Source: an optimization exercise on an open RTL-to-GDS flow (aim: small area and a short achievable clock period). Production flows keep margins and buffers that such runs may drop.
Only simulation tests tie the RTL to the original design; equivalence was not proved.
Power is estimated from default activity; no workload was simulated.

==> flow/design.v <==
module softplus8_pla (
    input  wire clk,
    input  wire rst,
    input  wire signed [15:0] x,
    output wire [15:0] y
);
  wire neg0 = x[15];
  wire tz0 = ~|x[6:0];
  wire [3:0] am0 = x[10:7] ^ {4{neg0}};
  wire big0 = neg0 ? ~&x[14:11] : |x[14:11];
  wire pos0 = ~neg0;                                         
  wire ge9 = am0[3] & (am0[2] | am0[1] | am0[0]);
  wire seg70 = ~neg0 & (big0 | ge9);                         
  wire zero0 = neg0 & (big0 | (am0[3] & am0[2]) | (am0 == 4'd11 & tz0));   
  wire [2:0] jh0 = (big0 | ge9) ? 3'd0 :
                   {am0 <= 4'd2, am0 >= 4'd3 & am0 <= 4'd5, am0 >= 4'd6};    
  wire inc0 = tz0 & ~big0 & (neg0 ? (am0 == 4'd2 | am0 == 4'd5) : am0 == 4'd9);
  wire dec0 = tz0 & ~big0 & (neg0 ? am0 == 4'd8 : (am0 == 4'd3 | am0 == 4'd6));
  wire [7:0] u0 = pos0 ? 8'd128 - {1'b0, x[6:0]} : {1'b0, x[6:0]};
  wire [7:0] K0;
  assign K0[0] = (~am0[0] & am0[1]) | (~am0[2] & ~am0[3]) | (am0[1] & am0[3]) | (~am0[0] & ~am0[2]) | (am0[0] & ~am0[1] & am0[2]);
  assign K0[1] = (~am0[0] & ~am0[3]) | (am0[1] & ~am0[2]);
  assign K0[2] = (~am0[1] & ~am0[2]) | (am0[0] & ~am0[2] & ~am0[3]) | (am0[0] & ~am0[1]);
  assign K0[3] = (am0[0] & ~am0[1] & ~am0[3]) | (am0[2]);
  assign K0[4] = (am0[0] & ~am0[1] & ~am0[2] & ~am0[3]) | (~am0[0] & am0[1] & ~am0[2] & ~am0[3]) | (~am0[0] & ~am0[1] & am0[2]);
  assign K0[5] = (am0[1] & ~am0[2] & ~am0[3]);
  assign K0[6] = (am0[0] & ~am0[1] & ~am0[2] & ~am0[3]);
  assign K0[7] = (~am0[0] & ~am0[1] & ~am0[2] & ~am0[3]);
  wire nz0 = ~tz0 | x[7];
  reg [14:7] xh1;
  reg [7:0] u1;
  reg [7:0] K1;
  reg [2:0] jh1;
  reg pos1, seg71, zero1, nz1, ci1, dec1;
  wire [13:0] w = {6'd0, u1};
  wire [13:0] rA = jh1[2] ? w << 5 : jh1[1] ? w << 3 : jh1[0] ? w << 1 : seg71 ? {~xh1[14:8], 7'd0} : 14'd0;
  wire [13:0] rB = jh1[2] ? w << 3 : jh1[1] ? w << 2 : jh1[0] ? w : 14'd0;
  wire [13:0] rC = jh1[2] ? w << 1 : jh1[1] ? w : 14'd0;
  wire [13:0] s1 = rA ^ rB ^ rC;
  wire [13:0] c1 = ((rA & rB) | (rA & rC) | (rB & rC)) << 1;
  wire [7:0] lo = {1'b0, s1[6:0]} + {1'b0, c1[6:0]};
  wire usep = pos1 | seg71;
  wire [9:0] Pl = dec1 ? {{3{~(usep & xh1[7])}}, 7'h7f} :
                  usep ? {2'b0, xh1[7], ~u1[6:0] & {7{~u1[7]}}} : 10'd0;
  wire [9:0] Ke = zero1 ? 10'd0 : seg71 ? (nz1 ? -10'sd119 : -10'sd118) : {2'b0, K1};
  wire [9:0] PK = Pl + Ke + {9'd0, ci1};
  reg [6:0] ph2;
  reg [9:0] PK2;
  reg [6:0] S2, C2;
  reg c72;
  wire [9:0] sl = PK2 + {3'd0, S2} + {3'd0, C2} + {9'd0, c72};
  reg [7:0] fl3;
  reg [6:0] ph3;
  reg [1:0] d3;
  wire [6:0] fh = ph3 + {{5{d3[1]}}, d3};
  reg [14:0] f4;
  always @(posedge clk) begin
    xh1 <= x[14:7]; u1 <= u0; jh1 <= jh0; K1 <= K0;
    pos1 <= pos0; seg71 <= seg70; zero1 <= zero0; nz1 <= nz0; dec1 <= dec0;
    ci1 <= tz0 ? inc0 : pos0;
    ph2 <= usep ? xh1[14:8] : 7'd0; PK2 <= PK; S2 <= s1[13:7]; C2 <= c1[13:7]; c72 <= lo[7];
    fl3 <= sl[7:0]; ph3 <= ph2; d3 <= sl[9:8];
  end
  always @(posedge clk or posedge rst)
    if (rst) f4 <= 15'd0;
    else f4 <= {fh, fl3};
  assign y = {1'b0, f4};
endmodule
Settings: LEC_CHECK=0, CAP_MARGIN=20, CORE_MARGIN=2, CORE_UTILIZATION=70, SETUP_SLACK_MARGIN=3.3, SLEW_MARGIN=20; clock period 5.5 ns.
standard.sh (not shown) runs the stock make flow with config.mk's settings and CLKGATE_MAP_FILE= SYNTH_SCRIPT=/design/flow/synth_recipe.tcl, a recipe that flattens the netlist after the stock synthesis.
==> flow/flow/run.sh <==
#!/bin/bash
set -o pipefail
cp standard.sh standard_copy.log
export BUFFER_PORTS_ARGS="-buffer_cell sky130_fd_sc_hd__buf_2"
bash standard.sh > standard.log 2>&1
Next try:
ABC_AREA = 1   (was default)
SETUP_SLACK_MARGIN = 3.5   (was 3.3)
=> The changed run completed with no timing, DRC or antenna violations; worst setup slack gains 0.15 ns; worst hold slack stays flat; flip-flop and latch count stays the same; power went up slightly; via count went up by roughly a tenth.
Next try:
==> flow/run.sh (new file) <==
#!/bin/bash
# synth_recipe.tcl (not shown) runs the flow's synth.tcl, then flattens the netlist and writes it again
# the make line also repeats each setting of config.mk as NAME=value (left out here)
make -C /OpenROAD-flow-scripts/flow DESIGN_CONFIG=/design/flow/config.mk WORK_HOME=/design/flow/orfs CLKGATE_MAP_FILE= SYNTH_SCRIPT=/design/flow/synth_recipe.tcl finish
ABC_AREA = default   (was 1)
SETUP_SLACK_MARGIN = 2.9   (was 3.5)
removed: flow/flow/run.sh
removed: flow/standard.sh
Outcome: First-iteration DRC count went down by 39%. Power went down by 1.0%. Setup slack degrades by 0.32 ns. Via count went down by 12%. Die area went down by 0.79%. Fmax went down by 13%. Core utilization went down by 2.6 points. Wire length went down by 21%. Register-to-register slack degrades by 0.29 ns. Critical path depth went down by 3.
Next try:
==> flow/flow/run.sh (new file) <==
#!/bin/bash
set -o pipefail
cp standard.sh standard_copy.log
export BUFFER_PORTS_ARGS="-buffer_cell sky130_fd_sc_hd__buf_2"
bash standard.sh > standard.log 2>&1
==> flow/standard.sh (new file) <==
#!/bin/bash
# synth_recipe.tcl (not shown) runs the flow's synth.tcl, then flattens the netlist and writes it again
# the make line also repeats each setting of config.mk as NAME=value (left out here)
make -C /OpenROAD-flow-scripts/flow DESIGN_CONFIG=/design/flow/config.mk WORK_HOME=/design/flow/orfs CLKGATE_MAP_FILE= SYNTH_SCRIPT=/design/flow/synth_recipe.tcl "${@:-finish}"
CTS_BUF_LIST = sky130_fd_sc_hd__clkbuf_4 sky130_fd_sc_hd__clkbuf_8   (was default)
CTS_CLUSTER_SIZE = 12   (was default)
SETUP_SLACK_MARGIN = 3.2   (was 2.9)
removed: flow/run.sh
After rerunning: The changed run ran to the end with no violations; first-iteration DRC count came out higher by 28%; clock skew came out higher by 0.0046 ns; total power came out lower by 5.3%; routed wire length came out higher by 5.4%; worst hold slack is about the same; cell area came out lower by 1.4%; utilization came out lower by 1.2 points; global-route usage came out higher by 0.58 points; synthesized cell count does not change; critical path depth came out higher by 3; area after synthesis stays the same.

==> what the ideal ports hide <==
Ports are ideal in the flow. The routed layouts listed here were re-timed in OpenROAD.
Step 1 sets driving cells, clkbuf_16 on the clock port and buf_2 on the other inputs (assumed; they add their load-dependent delay and slew).
Step 2 also shifts input and output timing later by t, the mid clock arrival at the registers, as if the neighbouring blocks saw the same clock.
Slacks: ideal ports / drivers / drivers and shift; pairs: ideal ports / drivers.
run	t, ns	setup slack, ns	hold WS [ns]	slew at the worst register clock pin (ns)	pins driven straight from the clock port
the first run	0.387	3.128 / 3.128 / 2.973	0.331 / 0.331 / 0.331	0.10 / 0.10	1
the second run	0.399	3.274 / 3.274 / 3.220	0.332 / 0.332 / 0.332	0.10 / 0.10	1
the third run	0.382	2.953 / 2.964 / 2.583	0.332 / 0.332 / 0.332	0.09 / 0.09	1
the fourth run	0.379	3.175 / 3.175 / 2.895	0.331 / 0.331 / 0.331	0.09 / 0.09	1
After both steps setup and hold are still met in every run listed. For the third run, which loses most, drivers alone change the setup slack by +0.011 ns; drivers and shift together by -0.370 ns.
